Background: an optimization exercise with open tools, aiming at small area, a short achievable clock period and few clock cycles per item. Do not read the settings as production practice. In this exercise RTL edits were held to simulation tests only and were not proved equivalent to the original. Power and IR drop assume default switching activity.

## HW3_FPMUL_754SP
module HW3_FPMUL_754SP(Clk, Rst, St, FPmplier, FPmcand, Done, Ovf, Unf, FPproduct);
Size in the first run: ~1,600 cells after synthesis, roughly 82 flip-flops, roughly 100 I/O pins.
==> flow/config.mk <==
export PLATFORM = sky130hd
export DESIGN_NAME = HW3_FPMUL_754SP
export DESIGN_NICKNAME = HW3_FPMUL_754SP
export VERILOG_FILES = /design/flow/design.v
export SDC_FILE = /design/flow/constraint.sdc
export NUM_CORES = 4
export LEC_CHECK = 0
export CAP_MARGIN = 20
export CORE_MARGIN = 2
export CORE_UTILIZATION = 40
export SETUP_SLACK_MARGIN = 2.5
export SLEW_MARGIN = 20
export SYNTH_HIERARCHICAL = 1
export SYNTH_MINIMUM_KEEP_SIZE = 0
==> flow/constraint.sdc <==
create_clock -name core_clock -period 8.6 [get_ports {Clk}]
set_input_delay 1.7200 -clock core_clock [delete_from_list [all_inputs] [get_ports {Clk}]]
set_output_delay 1.7200 -clock core_clock [all_outputs]
set_load 0.01 [all_outputs]
standard.sh (not shown) runs the stock make flow with config.mk's settings and CLKGATE_MAP_FILE= SYNTH_SCRIPT=/design/flow/synth_recipe.tcl, a recipe that flattens the netlist after the stock synthesis.
==> flow/flow/run.sh <==
#!/bin/bash
set -euo pipefail
export BUFFER_PORTS_ARGS="-buffer_cell sky130_fd_sc_hd__buf_1"
bash standard.sh > standard.log 2>&1
Testbench counts at the start, summed over its fixed seeds: cycles 12,000, ops 12,000.
Rerun with:
SETUP_SLACK_MARGIN = 3.3   (was 2.5)
Sequential cell count is unchanged.
First-iteration DRC count rises by 8.3%.
Final area rises by 7.8%.
Total power rises by 3.4%.
Rerun with:
SETUP_SLACK_MARGIN = 3   (was 3.3)
The changed run ran to the end with no violations.
Cell area is lower by a few percent.
Synthesized area stays the same.
Global-route usage falls by 0.67 points.
First-iteration DRC count goes down by a little under a tenth.

## run A
HW3_FPMUL_754SP, a different RTL version from the one above (not shown whole).
For scale: roughly 1700 cells after synthesis, ~83 flip-flops, roughly 100 I/O pins, about 16000 um2 of cells after synthesis.
clock: 8.6 ns
lec_check: 0
cap_margin: 20
core_margin: 2
core_utilization: 60
place_density: 0.72
setup_slack_margin: 3.6
slew_margin: 20
synth_hierarchical: 1
synth_minimum_keep_size: 0
Scripts as last shown in full above: flow/flow/run.sh
Run A was carried through to the last stage, and its layout satisfied the timing, design-rule and antenna checks.
Testbench counts of run A, summed over its fixed seeds: cycles 12,000, ops 12,000.
[inputs] run B vs run A
Settings: SETUP_SLACK_MARGIN: 3.6 -> 3.3.
[summary]
Run B finished every stage and its layout cleared the timing, design-rule and antenna checks. Changes observed in run B relative to run A: non-clock buffer area fraction after layout went down; final critical-path share of the clock period went up; sequential share of power went up; fraction of power spent switching nets went up. Post-route met1 wirelength shrinks by a little under 10% when moving from run A to run B. Run B vs run A — placed standard-cell area dropped slightly. Run B vs run A: first-pass GRT wire length down by a little under 10%. Per the comparison of run B with run A, average detailed-routed wire length per instance fell by 3.4 um; multi-input combinational cell count stayed essentially flat; count of placed standard cells in the final layout, fillers left out fell by 89; first-pass iteration count of the detailed router fell by 2.
For run C, these inputs were changed with respect to run B:
Settings: SETUP_SLACK_MARGIN now 3, was 3.3.
==> comparison <==
Run C: PASS, flow complete, no timing, DRC or antenna violations. Summary — wire length per cell after detailed routing, run C relative to run B: lower, by about 4%. CTS H-tree depth: run C vs run B, no meaningful difference. Run C ends up with a design area that is 2.4% lower than in run B. Diff run B -> run C | wire length | down by a few percent. Re post-synthesis instance area: no difference whatsoever between run B and run C. Re maximum frequency: run C and run B aren't equal, and the lower value belongs to run C.
For run D, these inputs were changed with respect to run C:
Settings: PLACE_DENSITY no longer set, was 0.72; CORE_UTILIZATION now 40, was 60.
--- outcome ---
- The met3 usage in global routing of run D is lower than that of run C.
- Re reported sequential group power: run D and run C aren't equal, and the lower value belongs to run C.
- Summary of run D over run C: sum of routed wire segments on met1 saw an increase; proportion of total power due to net switching +0.87 points; total wire length after detailed routing rose by 9.9%; utilization lost 20 points.
- Routability congestion estimate from global placement (lower): run D

[separate check: timing with driven ports]
How much do the figures lean on ideal ports? The routed layouts below were timed once more, with nothing changed but the port constraints.
Step 1: set_driving_cell puts a clkbuf_16 on Clk and a buf_2 on each other input, an assumption about the parent block.
Step 2, shift: input delay + t, output delay - t, t = (earliest + latest rising clock arrival at the registers) / 2. This alone moves slack from input paths to output paths.
Three values: no drivers, after step 1, after step 2; two values: the first two.
run	t, ns	setup WS [ns]	worst slew at a driven data input, ns
the first run of note 1	0.406	2.643 / 2.665 / 2.259	0.04
the second run of note 1	0.409	3.341 / 3.366 / 2.957	0.06
the third run of note 1	0.407	3.040 / 3.056 / 2.649	0.05
run A	0.416	3.566 / 3.524 / 3.177	0.06
run B	0.405	3.336 / 3.287 / 3.031	0.05
run C	0.401	3.123 / 3.088 / 2.746	0.04
run D	0.419	3.118 / 3.142 / 2.723	0.08
After both steps setup and hold are still met in every run listed. The setup slack of run D, which loses most, moves by +0.024 ns with the drivers and by -0.395 ns with both steps.
